This design comes from an exercise in tuning for small area and a short achievable clock period on the open sky130 flow, not from production work.
Only simulation tests tie the RTL to the original design; equivalence was not proved.
Power and IR drop assume default switching activity.

## 02-27
// risc_v_pipeline_cpu
module risc_v_pipeline_cpu(
    input clk,
    input reset,
    output [31:0] instr_addr,
    input [31:0] instruction,
    output [31:0] data_addr,
    output [31:0] data_write,
    input [31:0] data_read,
    output mem_write_en,
    output mem_read_en
);
    reg [31:0] pc;
    reg [31:0] ifid_ins;
    reg        ifid_v;
    reg        ex_rw, ex_mr, ex_mw, ex_br, ex_jp;
    reg        ex_m2r;
    reg [4:0]  ex_rd;
    reg [31:0] ex_a, ex_r2;
    reg [20:0] ex_imm;
    reg        ex_bub;
    reg        ex_fa, ex_fs, ex_bMp, ex_bMn, ex_bI, ex_bR;
    reg        ex_fa_n, ex_fs_n, ex_bMp_n, ex_bMn_n, ex_bI_n, ex_bR_n;
    reg        ex_sub, ex_arith, ex_and, ex_or, ex_xor, ex_sl, ex_sr, ex_sra;
    reg        ex_sltx, ex_slts;
    reg        ex_shM;
    reg [4:0]  ex_shX;
    reg        mm_rw, mm_mr, mm_mw, mm_tk;
    reg        mm_m2r;
    reg [4:0]  mm_rd;
    reg [31:0] mm_res, mm_sd, mm_tgt;
    reg        wb_rw;
    reg [4:0]  wb_rd;
    reg [31:0] wb_d;
    reg [32*32-1:0] rf;    
    reg        rst_q;      
    wire [6:0] op  = ifid_ins[6:0];
    wire [4:0] rs1 = ifid_ins[19:15];
    wire [4:0] rs2 = ifid_ins[24:20];
    wire [4:0] rd  = ifid_ins[11:7];
    wire [2:0] f3  = ifid_ins[14:12];
    wire       f75 = ifid_ins[30];
    wire isR    = (op == 7'b0110011);
  ...
For scale: about 4900 cells after synthesis, about 1300 flip-flops, roughly 160 I/O pins.
==> flow/config.mk <==
export PLATFORM = sky130hd
export DESIGN_NAME = risc_v_pipeline_cpu
export DESIGN_NICKNAME = risc_v_pipeline_cpu
export VERILOG_FILES = /design/flow/design.v
export SDC_FILE = /design/flow/constraint.sdc
export NUM_CORES = 4
export LEC_CHECK = 0
export CAP_MARGIN = 20
export CORE_MARGIN = 2
export CORE_UTILIZATION = 55
export CTS_CLUSTER_DIAMETER = 60
export CTS_CLUSTER_SIZE = 20
export SLEW_MARGIN = 20
export TNS_END_PERCENT = 10
==> flow/constraint.sdc <==
create_clock -name core_clock -period 9.0 [get_ports {clk}]
set_input_delay 1.8000 -clock core_clock [delete_from_list [all_inputs] [get_ports {clk}]]
set_output_delay 1.8000 -clock core_clock [all_outputs]
set_load 0.01 [all_outputs]
standard.sh (not shown) runs the stock make flow with config.mk's settings and CLKGATE_MAP_FILE= SYNTH_SCRIPT=/design/flow/synth_recipe.tcl, a recipe that flattens the netlist after the stock synthesis.
==> flow/flow/run.sh <==
#!/bin/bash
# Standard ORFS layout, with a stronger setup target for repair_timing.
# The SDC (clock period, I/O delays) is the standard flow's and is not changed.
set -euo pipefail
bash standard.sh SETUP_SLACK_MARGIN=6 finish > make_finish.log 2>&1
02-27 completed end to end with timing, DRC and antenna clean.
Relative to 02-27, the following input files were edited for 06-19:
--- a/flow/design.v
+++ b/flow/design.v
@@ -153,35 +153,30 @@
     assign opB[15:0]  = ({16{ex_bMp}} & mm_res[15:0]) |
                         ({16{ex_bMn}} & ~mm_res[15:0]) |
                         ({16{ex_bI}}  & immA[15:0]) |
                         ({16{ex_bR}}  & ex_r2[15:0]);
     assign opB[31:16] = ~(({16{ex_bMp_n}} | ~mm_res[31:16]) &
                           ({16{ex_bMn_n}} | mm_res[31:16]) &
                           ({16{ex_bI_n}}  | ~immA[31:16]) &
                           ({16{ex_bR_n}}  | ~ex_r2[31:16]));
     wire ea = ex_slts & opA[31];
     wire eb = ex_slts ? opB[31] : 1'b1;
-    wire [33:0] sumx = {ea, opA, 1'b1} + {eb, opB, ex_sub};
-    wire [32:0] sum  = sumx[33:1];
+    wire [32:0] sum  = {ea, opA} + {eb, opB} + {32'd0, ex_sub};
     wire [4:0]  shamt = ex_shM ? mm_res[4:0] : ex_shX;
-    function [31:0] rev32(input [31:0] x);
-        integer j;
-        for (j = 0; j < 32; j = j + 1) rev32[j] = x[31 - j];
-    endfunction
-    wire [31:0] sh_in = ex_sl ? rev32(opA) : opA;
-    wire        fill  = ex_sra & opA[31];
-    wire [63:0] shr   = {{32{fill}}, sh_in} >> shamt;
-    wire [31:0] sh_out = ex_sl ? rev32(shr[31:0]) : shr[31:0];
+    wire [31:0] shl = opA << shamt;
+    wire        fill = ex_sra & opA[31];
+    wire [63:0] shr = {{32{fill}}, opA} >> shamt;
     wire [31:0] other = ({32{ex_and}} & (opA & opB)) |
                         ({32{ex_or}}  & (opA | opB)) |
                         ({32{ex_xor}} & (opA ^ opB)) |
-                        ({32{ex_sl | ex_sr}} & sh_out);
+                        ({32{ex_sl}}  & shl) |
+                        ({32{ex_sr}}  & shr[31:0]);
     wire [31:0] res = ({32{ex_arith}} & sum[31:0]) | other |
                       {31'd0, ex_sltx & sum[32]};
     wire tk = (ex_br & (opA == sd)) | ex_jp;
     wire [31:0] t_y = {{11{ex_imm[20]}}, ex_imm};
     wire [31:0] t_z = ex_bub ? 32'hFFFFFFFC : 32'hFFFFFFF8;
     wire [31:0] t_s = pc ^ t_y ^ t_z;
     wire [31:0] t_c = {(pc[30:0] & t_y[30:0]) | (pc[30:0] & t_z[30:0]) | (t_y[30:0] & t_z[30:0]), 1'b0};
     wire [31:0] tgt = t_s + t_c;
     always @(posedge clk or posedge reset) begin
         if (reset) begin
06-19 ends up with a maximum clock frequency that is 12 MHz higher than in 02-27.
Final HPWL from detailed placement is higher on 06-19
Comparing 02-27 and 06-19, the lower core utilization is on 06-19.
Looking at portion of the post-synthesis area used by sequential elements across 02-27 and 06-19, the one that comes out higher is 02-27.
Cmp 06-19 vs 02-27: area growth from synthesis to layout lower in 06-19
02-27 → 06-19: layout buffer count excluding clock buffers fell by 4.7%, layout cell share with drive strength beyond 1 went down by 2.4 points, synthesized net count +262, synthesized cell count went up, post-layout net count went up 232.
06-19 vs. 02-27: critical path depth went down by 7.
The overall power after layout on 02-27 is in line with that on 06-19.
The post-route cell area in 06-19 was higher than what 02-27 gave.

-- static timing again, ports no longer ideal --
In the flow no input, the clock included, has a driving cell. The finished layouts below were timed again as built, in two steps. Step 1 (the two cells are an assumption about what drives the block):
set clk [get_ports {clk}]
set_driving_cell -lib_cell sky130_fd_sc_hd__clkbuf_16 $clk
set_driving_cell -lib_cell sky130_fd_sc_hd__buf_2 [delete_from_list [all_inputs] $clk]
Step 2 adds t to the input delays and takes it off the output delays; t is the mean of the earliest and latest rising clock arrival at the registers after step 1. Input paths then give back, and output paths get back, about the clock's delay inside the block. Three values: ideal, step 1, step 2; two values: the first two.
| run | t (ns) | setup slack, ns | hold slack, ns | clock arrival spread, ns |
|---|---|---|---|---|
| 02-27 | 0.813 | 5.520 / 5.520 / 5.107 | 0.329 / 0.329 / 0.329 | 0.086 / 0.086 |
| 06-19 | 0.810 | 5.657 / 5.584 / 4.988 | 0.335 / 0.335 / 0.335 | 0.051 / 0.051 |
After both steps setup and hold are still met in every run listed. The setup slack of 06-19, which loses most, moves by -0.073 ns with the drivers and by -0.669 ns with both steps.
